This design comes from an exercise in tuning for small area on the open sky130 flow, not from production work.
In this exercise RTL edits were held to simulation tests only and were not proved equivalent to the original.
Power figures rest on the tool's default switching activity, not on a simulated workload.

===== design/flow/design.v =====
package qspa_pkg;
  parameter INSTRUCTION_WIDTH = 32;
  parameter DATA_WIDTH = 32;
  parameter S0_IDX  = 4'd0;   
  parameter S13_IDX = 4'd13;  
  parameter S14_IDX = 4'd14;  
  parameter S15_IDX = 4'd15;  
  parameter FLAG_ZERO  = 0;
  parameter FLAG_OVF   = 1;
  parameter FLAG_CARRY = 2;
  parameter FLAG_IQ_EMPTY    = 3;
  parameter FLAG_DQ_EMPTY    = 4;
  parameter FLAG_SPARSE_MODE = 5;
  parameter FLAG_LOOP_ACTIVE = 6;
  parameter FLAG_STALL       = 7;
  typedef enum logic [5:0] { 
    NOP     = 6'h00,
    BRANCH  = 6'h01,
    LOOP    = 6'h02,
    HALT    = 6'h03,
    YIELD   = 6'h04,
    ADD_IMM     = 6'h11,
    SUB_IMM     = 6'h12,
    AND_IMM     = 6'h13,
    OR_IMM      = 6'h14,
    CMP_IMM     = 6'h15,
    MOV_IMM     = 6'h16,
    ADD_REG     = 6'h17,
    SUB_REG     = 6'h18,
    AND_REG     = 6'h19,
    OR_REG      = 6'h1A,
    CMP_REG     = 6'h1B,
    MOV_REG     = 6'h1C,
    SHL_IMM     = 6'h1D,
    SHL_REG     = 6'h1E,
    SHR_IMM     = 6'h1F,
    SHR_REG     = 6'h20,
    LCSET_IMM   = 6'h21,
    LCSET_REG   = 6'h22
  } op_t;
  typedef struct packed {
    logic [5:0]  opcode;
    logic [3:0]  vd;
    logic [3:0]  vs1;
    logic [3:0]  vs2;
    logic [13:0] imm14;
  } instr_v_t;
  typedef struct packed {
    logic [5:0]  opcode;
    logic [3:0]  sd;
    logic [3:0]  ss1;
    logic [17:0] imm18;
  } instr_si_t;
  typedef struct packed {
    logic [5:0]  opcode;
    logic [3:0]  sd;
    logic [3:0]  ss1;
    logic [3:0]  ss2;
    logic [13:0] reserved;
  } instr_sr_t;
  typedef struct packed {
    logic [5:0]  opcode;
    logic [3:0]  reserved_qid;
    logic [3:0]  ss1;
    logic [17:0] imm18;
  } instr_c_t;
endpackage
import qspa_pkg::*;
module qsp_regfile (
    input  logic                  clk,
    input  logic                  rst_n,
    input  logic [3:0]            rs1_addr,
    output logic [DATA_WIDTH-1:0] rs1_data,
    input  logic [3:0]            rs2_addr,
    output logic [DATA_WIDTH-1:0] rs2_data,
    input  logic                  we,       
    input  logic [3:0]            rd_addr,  
    input  logic [DATA_WIDTH-1:0] rd_data,  
    input  logic                  flag_zero,
    input  logic                  flag_carry,
    input  logic                  flag_ovf,
    input  logic                  flag_we,   
    output logic [DATA_WIDTH-1:0] status_reg_out
);
    logic [DATA_WIDTH-1:0]  regfile [15:0];  
    always_ff @(posedge clk) begin : write
        if (!rst_n) begin
            for (int i = 0; i < 16; i++) begin
                regfile[i] <= 'b0;
            end
        end else begin
            if (we && rd_addr != S0_IDX) begin
                regfile[rd_addr] <= rd_data;
            end
            if (flag_we) begin
                regfile[S15_IDX][FLAG_ZERO]  <= flag_zero;
                regfile[S15_IDX][FLAG_OVF]   <= flag_ovf;
                regfile[S15_IDX][FLAG_CARRY] <= flag_carry;
            end
        end
    end
    always_comb begin : read
        status_reg_out = regfile[S15_IDX];  
        rs1_data = (rs1_addr == S0_IDX) ? 'b0 : regfile[rs1_addr];
        rs2_data = (rs2_addr == S0_IDX) ? 'b0 : regfile[rs2_addr];
    end
endmodule
import qspa_pkg::*;
module qsp_decode (
    input  logic [INSTRUCTION_WIDTH-1:0] instruction,
    output logic [3:0]                   rs1_addr,
    output logic [3:0]                   rs2_addr,
    output logic [3:0]                   rd_addr,
    output logic                         we,        
    output logic [5:0]                          alu_op,       
    output logic [DATA_WIDTH-1:0]        imm_ext,   
    output logic                         use_imm,    
    output logic                         illegal    
);
    qspa_pkg::instr_v_t  instr_v;
    qspa_pkg::instr_si_t instr_si;
    qspa_pkg::instr_sr_t instr_sr;
    qspa_pkg::instr_c_t  instr_c;
    always_comb begin
        instr_v  = instruction;
        instr_si = instruction;
        instr_sr = instruction;
        instr_c  = instruction;
        alu_op = instruction[31:26]; 
        rs1_addr = 4'b0;
        rs2_addr = 4'b0;
        rd_addr  = 4'b0;
        imm_ext  = 'b0;
        use_imm  = 1'b0;
        we       = 1'b0;
        illegal  = 1'b0;
        case (alu_op)
            ADD_IMM, SHL_IMM, SHR_IMM, LCSET_IMM, SUB_IMM, CMP_IMM, MOV_IMM: begin
                rs1_addr = instr_si.ss1;
                rd_addr  = instr_si.sd;
                imm_ext = $signed(instr_si.imm18);
                use_imm = 1'b1;            
                we = (alu_op != CMP_IMM) && (alu_op != LCSET_IMM);
            end
            ADD_REG, SHL_REG, SHR_REG, LCSET_REG,  SUB_REG, CMP_REG, MOV_REG: begin
                rs1_addr = instr_sr.ss1;
                rs2_addr = instr_sr.ss2;
                rd_addr  = instr_sr.sd;
                use_imm = 1'b0;            
                we = (alu_op != CMP_REG) && (alu_op != LCSET_REG);
            end
            BRANCH, LOOP, HALT, YIELD, NOP: begin
                rs1_addr = instr_c.ss1;
                imm_ext = $signed(instr_c.imm18);  
                use_imm = 1'b1;  
                we      = 1'b0;  
            end
            default: begin
                illegal = 1'b1;  
            end
        endcase
    end
endmodule
import qspa_pkg::*;
module qsp_alu (
    input  logic [5:0]                alu_op,  
    input  logic [DATA_WIDTH-1:0] op1,     
    input  logic [DATA_WIDTH-1:0] op2,     
    output logic [DATA_WIDTH-1:0] result,
    output logic                  flag_zero,
    output logic                  flag_carry,
    output logic                  flag_ovf
);
  logic [DATA_WIDTH-1:0] cmp_result;
  always_comb begin : alu_case
    cmp_result = 'b0;
    case (alu_op)
      ADD_IMM, ADD_REG: begin
        {flag_carry, result} = op1 + op2;  
        flag_ovf = ((op1[DATA_WIDTH-1] == op2[DATA_WIDTH-1]) && (result[DATA_WIDTH-1] != op1[DATA_WIDTH-1]));
        flag_zero = (result == 0);
      end
      SUB_IMM, SUB_REG: begin
        {flag_carry, result} = op1 - op2;  
        flag_ovf = ((op1[DATA_WIDTH-1] != op2[DATA_WIDTH-1]) && (result[DATA_WIDTH-1] != op1[DATA_WIDTH-1]));
        flag_zero = (result == 0);
      end
      AND_IMM, AND_REG: begin
        result = op1 & op2;
        flag_zero = (result == 0);
        flag_carry = 0;  
        flag_ovf = 0;    
      end
      OR_IMM, OR_REG: begin
        result = op1 | op2;
        flag_zero = (result == 0);
        flag_carry = 0;  
        flag_ovf = 0;    
      end
      CMP_IMM, CMP_REG: begin
        {flag_carry, cmp_result} = op1 - op2;  
        flag_ovf = ((op1[DATA_WIDTH-1] != op2[DATA_WIDTH-1]) && (cmp_result[DATA_WIDTH-1] != op1[DATA_WIDTH-1]));
        flag_zero = (cmp_result == 0);
        result = 'b0;  
      end
      MOV_IMM, MOV_REG: begin
        result = op2;  
        flag_zero = (result == 0);
        flag_carry = 0;  
        flag_ovf = 0;    
      end
      SHL_IMM, SHL_REG: begin
        result = op1 << op2[$clog2(DATA_WIDTH)-1:0];  
        flag_zero = (result == 0);
        flag_carry = 0;
        flag_ovf = 0;
      end
      SHR_IMM, SHR_REG: begin
        result = $signed(op1) >>> op2[$clog2(DATA_WIDTH)-1:0]; 
        flag_zero = (result == 0);
        flag_carry = 0;
        flag_ovf = 0;
      end
      LCSET_IMM, LCSET_REG: begin
        result = op1; 
        flag_zero = 0;
        flag_carry = 0;
        flag_ovf = 0;
      end
      default: begin
        result = 'b0;
        flag_zero = 1'b0;
        flag_carry = 1'b0;
        flag_ovf = 1'b0;
      end
    endcase
  end
endmodule
import qspa_pkg::*;
module pipe_reg_dec_iss (
    input  logic                  clk,
    input  logic                  rst,
    input  logic                  stall,  
    input  logic                  flush,  
    input  logic [5:0]                   dec_alu_op,
    input  logic [3:0]            dec_rd_addr,
    input  logic                  dec_we,
    input  logic [DATA_WIDTH-1:0] dec_imm_ext,
    input  logic                  dec_use_imm,
    input  logic [DATA_WIDTH-1:0] dec_rs1_data,
    input  logic [DATA_WIDTH-1:0] dec_rs2_data,
    input  logic [3:0]            dec_rs1_addr,
    input  logic [3:0]            dec_rs2_addr,
    output logic [5:0]                   iss_alu_op,
    output logic [3:0]            iss_rd_addr,
    output logic                  iss_we,
    output logic [DATA_WIDTH-1:0] iss_imm_ext,
    output logic                  iss_use_imm,
    output logic [3:0] iss_rs1_addr,
    output logic [3:0] iss_rs2_addr,
    output logic [DATA_WIDTH-1:0] iss_rs1_data,
    output logic [DATA_WIDTH-1:0] iss_rs2_data
);
    always @(posedge clk) begin
        if (rst) begin
            iss_alu_op    <= NOP;
            iss_rd_addr   <= 'b0;
            iss_we        <= 1'b0;
            iss_imm_ext   <= 'b0;
            iss_use_imm   <= 1'b0;
            iss_rs1_data  <= 'b0;
            iss_rs2_data  <= 'b0;
            iss_rs1_addr  <= 'b0;
            iss_rs2_addr  <= 'b0;
        end else if (flush) begin
            iss_alu_op    <= NOP;
            iss_rd_addr   <= 'b0;
            iss_we        <= 1'b0;
            iss_imm_ext   <= 'b0;
            iss_use_imm   <= 1'b0;
            iss_rs1_data  <= 'b0;
            iss_rs2_data  <= 'b0;
            iss_rs1_addr  <= 'b0;
            iss_rs2_addr  <= 'b0;
        end else if (stall) begin
        end else begin
            iss_alu_op    <= dec_alu_op;
            iss_rd_addr   <= dec_rd_addr;
            iss_we        <= dec_we;
            iss_imm_ext   <= dec_imm_ext;
            iss_use_imm   <= dec_use_imm;
            iss_rs1_data  <= dec_rs1_data;
            iss_rs2_data  <= dec_rs2_data;
            iss_rs1_addr  <= dec_rs1_addr;
            iss_rs2_addr  <= dec_rs2_addr;
        end
    end
endmodule
import qspa_pkg::*;
module pipe_reg_iss_ex (
    input  logic                  clk,
    input  logic                  rst,
    input  logic                  stall,
    input  logic                  flush,
    input  logic [5:0]                   iss_alu_op,
    input  logic [3:0]            iss_rd_addr,
    input  logic                  iss_we,
    input  logic [DATA_WIDTH-1:0] iss_imm_ext,
    input  logic                  iss_use_imm,
    input  logic [DATA_WIDTH-1:0] iss_rs1_data,
    input  logic [DATA_WIDTH-1:0] iss_rs2_data,
    input  logic [3:0]            iss_rs1_addr,
    input  logic [3:0]            iss_rs2_addr,
    output logic [5:0]                   ex_alu_op,
    output logic [3:0]            ex_rd_addr,
    output logic                  ex_we,
    output logic [DATA_WIDTH-1:0] ex_imm_ext,
    output logic                  ex_use_imm,
    output logic [DATA_WIDTH-1:0] ex_rs1_data,
    output logic [DATA_WIDTH-1:0] ex_rs2_data,
    output logic [3:0]            ex_rs1_addr,
    output logic [3:0]            ex_rs2_addr
);
    always @(posedge clk) begin
        if (rst) begin
            ex_alu_op    <= NOP;
            ex_rd_addr   <= 'b0;
            ex_we        <= 1'b0;
            ex_imm_ext   <= 'b0;
            ex_use_imm   <= 1'b0;
            ex_rs1_data  <= 'b0;
            ex_rs2_data  <= 'b0;
            ex_rs1_addr  <= 'b0;
            ex_rs2_addr  <= 'b0;
        end else if (flush) begin
            ex_alu_op    <= NOP;
            ex_rd_addr   <= 'b0;
            ex_we        <= 1'b0;
            ex_imm_ext   <= 'b0;
            ex_use_imm   <= 1'b0;
            ex_rs1_data  <= 'b0;
            ex_rs2_data  <= 'b0;
            ex_rs1_addr  <= 'b0;
            ex_rs2_addr  <= 'b0;
        end else if (stall) begin
        end else begin
            ex_alu_op    <= iss_alu_op;
            ex_rd_addr   <= iss_rd_addr;
            ex_we        <= iss_we;
            ex_imm_ext   <= iss_imm_ext;
            ex_use_imm   <= iss_use_imm;
            ex_rs1_data  <= iss_rs1_data;
            ex_rs2_data  <= iss_rs2_data;
            ex_rs1_addr  <= iss_rs1_addr;
            ex_rs2_addr  <= iss_rs2_addr;
        end
    end
endmodule
import qspa_pkg::*;
module pipe_reg_ex_wb (
    input  logic                  clk,
    input  logic                  rst,
    input  logic                  stall,
    input  logic                  flush,
    input  logic [DATA_WIDTH-1:0] ex_alu_result,
    input  logic [3:0]            ex_rd_addr,
    input  logic                  ex_we,
    input  logic                  ex_flag_zero,
    input  logic                  ex_flag_carry,
    input  logic                  ex_flag_ovf,
    output logic [DATA_WIDTH-1:0] wb_alu_result,
    output logic [3:0]            wb_rd_addr,
    output logic                  wb_we,
    output logic                  wb_flag_zero,
    output logic                  wb_flag_carry,
    output logic                  wb_flag_ovf
);
    always @(posedge clk) begin
        if (rst) begin
            wb_alu_result <= 'b0;
            wb_rd_addr    <= 'b0;
            wb_we         <= 1'b0;
            wb_flag_zero  <= 1'b0;
            wb_flag_carry <= 1'b0;
            wb_flag_ovf   <= 1'b0;
        end else if (flush) begin
            wb_alu_result <= 'b0;
            wb_rd_addr    <= 'b0;
            wb_we         <= 1'b0;
            wb_flag_zero  <= 1'b0;
            wb_flag_carry <= 1'b0;
            wb_flag_ovf   <= 1'b0;
        end else if (stall) begin
        end else begin
            wb_alu_result <= ex_alu_result;
            wb_rd_addr    <= ex_rd_addr;
            wb_we         <= ex_we;
            wb_flag_zero  <= ex_flag_zero;
            wb_flag_carry <= ex_flag_carry;
            wb_flag_ovf   <= ex_flag_ovf;
        end
    end
endmodule
import qspa_pkg::*;
module qsp_core (
    input  logic         clk,
    input  logic         rst_n,
    input  logic [31:0]  instruction,
    output logic [31:0]  status_out,
    output logic         illegal  
);
    logic [5:0]                   dec_alu_op;
    logic [3:0]            dec_rs1_addr, dec_rs2_addr, dec_rd_addr;
    logic [DATA_WIDTH-1:0] dec_imm_ext;
    logic                  dec_we, dec_use_imm;
    logic [DATA_WIDTH-1:0] reg_rs1_data, reg_rs2_data;  
    logic [5:0]                   iss_alu_op;
    logic [3:0]            iss_rs1_addr, iss_rs2_addr, iss_rd_addr;
    logic [DATA_WIDTH-1:0] iss_imm_ext;
    logic                  iss_we, iss_use_imm;
    logic [DATA_WIDTH-1:0] iss_rs1_data, iss_rs2_data;
    logic [5:0]                   ex_alu_op;
    logic [3:0]            ex_rs1_addr, ex_rs2_addr, ex_rd_addr;
    logic [DATA_WIDTH-1:0] ex_imm_ext;
    logic                  ex_we, ex_use_imm;
    logic [DATA_WIDTH-1:0] ex_rs1_data, ex_rs2_data;
    logic [DATA_WIDTH-1:0] alu_result;
    logic [DATA_WIDTH-1:0] alu_op2_final;
    logic                  f_zero, f_carry, f_ovf;
    logic [DATA_WIDTH-1:0] wb_alu_result;
    logic [3:0]            wb_rd_addr;
    logic                  wb_we;
    logic                  wb_flag_zero, wb_flag_carry, wb_flag_ovf;
    logic                  ex_flag_zero, ex_flag_carry, ex_flag_ovf;
    logic [DATA_WIDTH-1:0] fwd_rs1_data;
    logic [DATA_WIDTH-1:0] fwd_rs2_data;
    assign alu_op2_final = ex_use_imm ? ex_imm_ext : fwd_rs2_data;
    qsp_regfile regfile_inst (
        .clk            (clk),
        .rst_n          (rst_n),
        .rs1_addr       (dec_rs1_addr),
        .rs2_addr       (dec_rs2_addr),
        .rs1_data       (reg_rs1_data),
        .rs2_data       (reg_rs2_data),
        .we             (wb_we),
        .rd_addr        (wb_rd_addr),
        .rd_data        (wb_alu_result),
        .flag_zero      (wb_flag_zero),
        .flag_carry     (wb_flag_carry),
        .flag_ovf       (wb_flag_ovf),
        .flag_we        (wb_we),   
        .status_reg_out (status_out)
    );
    qsp_decode decode_inst (
        .instruction (instruction),
        .rs1_addr    (dec_rs1_addr),
        .rs2_addr    (dec_rs2_addr),
        .rd_addr     (dec_rd_addr),
        .we          (dec_we),
        .alu_op      (dec_alu_op),
        .imm_ext     (dec_imm_ext),
        .use_imm     (dec_use_imm),
        .illegal     (illegal)  
    );
    pipe_reg_dec_iss pr_dec_iss (
        .clk          (clk),
        .rst          (!rst_n),
        .stall        (1'b0),  
        .flush        (1'b0),  
        .dec_alu_op   (dec_alu_op),
        .dec_rd_addr  (dec_rd_addr),
        .dec_we       (dec_we),
        .dec_imm_ext  (dec_imm_ext),
        .dec_use_imm  (dec_use_imm),
        .dec_rs1_data (reg_rs1_data),
        .dec_rs2_data (reg_rs2_data),
        .dec_rs1_addr (dec_rs1_addr),
        .dec_rs2_addr (dec_rs2_addr),
        .iss_alu_op   (iss_alu_op),
        .iss_rd_addr  (iss_rd_addr),
        .iss_we       (iss_we),
        .iss_imm_ext  (iss_imm_ext),
        .iss_use_imm  (iss_use_imm),
        .iss_rs1_data (iss_rs1_data),
        .iss_rs2_data (iss_rs2_data),
        .iss_rs1_addr (iss_rs1_addr),
        .iss_rs2_addr (iss_rs2_addr)
    );
    pipe_reg_iss_ex pr_iss_ex (
        .clk          (clk),
        .rst          (!rst_n),
        .stall        (1'b0),  
        .flush        (1'b0),  
        .iss_alu_op   (iss_alu_op),
        .iss_rd_addr  (iss_rd_addr),
        .iss_we       (iss_we),
        .iss_imm_ext  (iss_imm_ext),
        .iss_use_imm  (iss_use_imm),
        .iss_rs1_data (iss_rs1_data),
        .iss_rs2_data (iss_rs2_data),
        .iss_rs1_addr (iss_rs1_addr),
        .iss_rs2_addr (iss_rs2_addr),
        .ex_alu_op    (ex_alu_op),
        .ex_rd_addr   (ex_rd_addr),
        .ex_we        (ex_we),
        .ex_imm_ext   (ex_imm_ext),
        .ex_use_imm   (ex_use_imm),
        .ex_rs1_data  (ex_rs1_data),
        .ex_rs2_data  (ex_rs2_data),
        .ex_rs1_addr  (ex_rs1_addr),
        .ex_rs2_addr  (ex_rs2_addr)
    );
    qsp_alu alu_inst (
        .alu_op       (ex_alu_op),
        .op1      (fwd_rs1_data),
        .op2      (alu_op2_final),
        .result   (alu_result),
        .flag_zero   (f_zero),
        .flag_carry  (f_carry),
        .flag_ovf    (f_ovf)
    );
    pipe_reg_ex_wb pr_ex_wb (
        .clk             (clk),
        .rst             (!rst_n),
        .stall           (1'b0),  
        .flush           (1'b0),  
        .ex_alu_result   (alu_result),
        .ex_rd_addr      (ex_rd_addr),
        .ex_we           (ex_we),
        .ex_flag_zero    (f_zero),
        .ex_flag_carry   (f_carry),
        .ex_flag_ovf     (f_ovf),
        .wb_alu_result   (wb_alu_result),
        .wb_rd_addr      (wb_rd_addr),
        .wb_we           (wb_we),
        .wb_flag_zero    (wb_flag_zero),
        .wb_flag_carry   (wb_flag_carry),
        .wb_flag_ovf     (wb_flag_ovf)
    );
    always_comb begin : forwarding_logic
        fwd_rs1_data = ex_rs1_data;
        fwd_rs2_data = ex_rs2_data;
        if (wb_we && (wb_rd_addr != S0_IDX) && (wb_rd_addr == ex_rs1_addr)) begin
            fwd_rs1_data = wb_alu_result;
        end
        if (wb_we && (wb_rd_addr != S0_IDX) && (wb_rd_addr == ex_rs2_addr)) begin
            fwd_rs2_data = wb_alu_result;
        end
    end
endmodule

===== design/flow/run.sh =====
#!/bin/bash
# synth_recipe.tcl (not shown) runs the flow's synth.tcl, then flattens the netlist and writes it again
# the make line also repeats each setting of config.mk as NAME=value (left out here)
make -C /OpenROAD-flow-scripts/flow DESIGN_CONFIG=/design/flow/config.mk WORK_HOME=/design/flow/orfs CLKGATE_MAP_FILE= SYNTH_SCRIPT=/design/flow/synth_recipe.tcl finish

===== design/flow/config.mk =====
export PLATFORM = sky130hd
export DESIGN_NAME = qsp_core
export DESIGN_NICKNAME = qsp_core
export VERILOG_FILES = /design/flow/design.v
export SDC_FILE = /design/flow/constraint.sdc
export NUM_CORES = 4
export LEC_CHECK = 0
export CAP_MARGIN = 20
export CORE_MARGIN = 2
export CORE_UTILIZATION = 40
export SLEW_MARGIN = 20

===== design/flow/constraint.sdc =====
create_clock -name core_clock -period 7.0 [get_ports {clk}]
set_input_delay 1.4000 -clock core_clock [delete_from_list [all_inputs] [get_ports {clk}]]
set_output_delay 1.4000 -clock core_clock [all_outputs]
set_load 0.01 [all_outputs]

==> reports/qor.yml <==
port_buffers: 66
ys_types: 94
synth_area_leaders: "edfxtp_1, dfxtp_1, and2_1, mux2i_1, a211oi_1"
p_sw_w: 0.00320
grtUsageMet1_pct: 40.2
p_per_area_nw_per_um2: 225
post-place-ws_ns: 0.596
wl_per_cell_um: 29.8
arrival_ns: 7.18
synth_edf_count: 512
cts_max_level: 3
gr-total-overflow: 0
die_h_um: 339
combPwrFrac_pct: 15.5
synth_warnings: 7
finalHoldViolations: 0
root_buffer: "clkbuf_16"
status: "no timing/DRC/antenna violations"
fmax_ghz: 0.152
yosysMostFrequentCell: "and2_1"
place.gp.congestion: 1.02
track_usage_pct: 30.7
cp_max_fo: 8
start_kind: "flip-flop"
synth_top_area_share_pct: 34.2
design_area_um2: 50700
fin_skew_ns: 0.0353
wl_mm: 182
end_kind: "flip-flop"
ios: 67
post-route-period-util_pct: 94.1
required_ns: 7.60
ys_ff_latch: 756
synth_commonest_cells: "and2_1, edfxtp_1, nand2_1"
first_pass_iters: 6
synth_area_leader_cell: "edfxtp_1"
internal_power_w: 0.00819
rsz0062_at_grt: "no"
sw_frac_of_total_pct: 28.1
cts_made_buffers: 86
final_nets: 4677
period_needed_ns: 6.58
syn_area_um2: 45000
async_flop_share_pct: 0
avgSynthCellArea_um2: 9.80
pwr-share-seq_pct: 44.1
cts_resized: 0
maxCapViolCount: 0
drive_gt1_share_pct: 10.0
area_growth_pct: 12.7
clkSinkCount: 756
setup_viol: 0
initial_utilization_pct: 40.2
timing.hold.ws_ns: 0.429
tritoncts: "done"
p_leak_nw: 19.2
grt_max_degree: 84
place_hpwl_mm: 123
vias: 38626
fin_ws_ns: 0.415
ys.flop_type: "edfxtp_1"
grt_pass1_wl_mm: 262
p_clk_share_pct: 40.4
busiest_layer: "met2"
holdBufCountCts: 0
clockBufferDepth: 3
irDropWorstVdd_uv: 208
drc: 0
insertion_delay_ns: 0.68
antenna_found_initial: 5
core_um2: 112000
grt_use_met3_pct: 4.79
synth_cells: 4594
worst_pin_slew_ns: 1.19
setup_tns_ns: 0
drt-vias-per-instance: 6.32
dr.first_iter.drc_count: 4903
rows: 123
clk_pin_slew_worst_paths_ns: 0.07
fp.dieW_um: 339
grtUsageMet2_pct: 49.5
dpl_cell_area_um2: 47800
critical_path_class: "reg -> reg"
drv_slew: 0
dieArea_um2: 115000
grt_pass1_vias: 37411
hold_class: "reg -> reg"
slew_headroom_pct: 20.3
seq_area_frac_synth_pct: 45.0
post-cts-setup-buffers: 0
ant_nets: 0
-- layout make-up --
cell class	count	area [um2]
well taps	1500	1880
diodes	3	7.51
multi-input cells	3349	23200
fillers	10715	61300
clock inverters	28	323
clock buffers	132	2540
repair buffers	243	2140
inverters	101	382
flip-flops and latches	756	20300
-- final timing paths --
| path | startpoint | end | slack, ns | cells past startpoint |
|---|---|---|---|---|
| min reg2reg | pr_dec_iss.iss_rd_addr[3]$_SDFF_PN0_ | pr_iss_ex.ex_rd_addr[3]$_SDFF_PN0_ | 0.43 | 1 |
| max reg2reg | pr_ex_wb.wb_rd_addr[2]$_SDFF_PN0_ | pr_ex_wb.wb_flag_zero$_SDFF_PN0_ | 0.42 | 18 |
| min | pr_dec_iss.iss_rd_addr[3]$_SDFF_PN0_ | pr_iss_ex.ex_rd_addr[3]$_SDFF_PN0_ | 0.43 | 1 |
| max | pr_ex_wb.wb_rd_addr[2]$_SDFF_PN0_ | pr_ex_wb.wb_flag_zero$_SDFF_PN0_ | 0.42 | 18 |
-- placed cells by master, fill, tap and decap left out, types with 89 or more instances in the layout --
master	instances
a211oi_1	252
a21oi_1	201
and2_1	589
and3_1	93
buf_4	166
clkbuf_16	89
dfxtp_1	244
edfxtp_1	512
ha_1	104
inv_1	95
mux2i_1	305
nand2_1	403
nor2_1	183
o21ai_0	125
o22ai_1	127
-- critical path, stage by stage, from the launching register on --
cell	delay [ns]
dfxtp_1	0.34
xor2_1	0.19
nor4_4	0.41
and2_2	0.40
mux2i_1	0.12
o21ai_0	0.45
ha_1	0.42
a211oi_1	0.23
o21ai_1	0.12
a221oi_1	0.44
a311o_1	0.42
xor2_1	0.27
nand4_1	0.17
or4b_1	0.56
or4_1	0.50
or4_1	0.47
or4_1	0.39
or4_1	0.41
a31oi_1	0.17
-- cells by family after synthesis --
| logic type | synth area share, % |
|---|---|
| other | 0.00833 |
| AOI/OAI and AO/OA | 17.4 |
| adders and majority gates | 2.98 |
| and+or+nand+nor | 19.2 |
| muxes | 9.56 |
| xor gates and xnor gates | 1.32 |
| buffers and inverters | 4.45 |
| DFF | 45.0 |
-- through the flow --
stage	utilization (%)	power [W]	cells
floorplan	-	0.00616	4625
global placement	42.7	0.00683	5948
detailed placement	42.7	0.00682	5948
CTS	45.2	0.0114	6108
global route	45.3	0.0117	6110
finish	45.3	0.0114	6112
-- registers in the layout, indices dropped and copies added, names as in the netlist, 6 cells and up --
name	cells
pr_iss_ex.ex_rs2_data	32
pr_ex_wb.wb_alu_result	32
pr_dec_iss.iss_rs1_data	32
pr_iss_ex.ex_alu_op	6
pr_dec_iss.iss_imm_ext	18
pr_iss_ex.ex_imm_ext	18
pr_dec_iss.iss_rs2_data	32
regfile_inst.regfile	512
pr_dec_iss.iss_alu_op	6
pr_iss_ex.ex_rs1_data	32
-- metal layers --
| metal | share of wire [%] | routed length, um |
|---|---|---|
| met2 | 46 | 83600 |
| met1 | 40 | 72600 |
| met3 | 8.8 | 16000 |
| met5 | 0 | 0 |
| met4 | 5.3 | 9680 |
-- power by group through the flow --
stage / Combinational [W] / Clock, W / Sequential [W]
after CTS: 0.00172 / 0.00464 / 0.00502
after global placement: 0.00172 / 0 / 0.00511
after detailed placement: 0.00171 / 0 / 0.00511
after global routing: 0.00186 / 0.00480 / 0.00503
after floorplan: 0.00108 / 0 / 0.00508
final: 0.00177 / 0.00461 / 0.00502

[static timing again, ports no longer ideal]
The results above use ideal ports. As a check the final layout listed here was re-extracted and re-timed, cells and wires unchanged. Step 1: set_driving_cell puts a clkbuf_16 on clk and a buf_2 on each other input, an assumption about the parent block. Step 2 adds t to the input delays and takes it off the output delays; t is the mean of the earliest and latest rising clock arrival at the registers after step 1. Input paths then give back, and output paths get back, about the clock's delay inside the block. Three values: no drivers, after step 1, after step 2; two values: the first two.
t (ns): 0.742
setup slack, ns: 0.415 / 0.415 / 0.415
worst hold slack (ns): 0.429 / 0.429 / 0.429
worst slew at a driven data input, ns: 0.06
After both steps this run still meets setup and hold. The setup slack of this run moves by 0.000 ns with the drivers and by 0.000 ns with both steps.
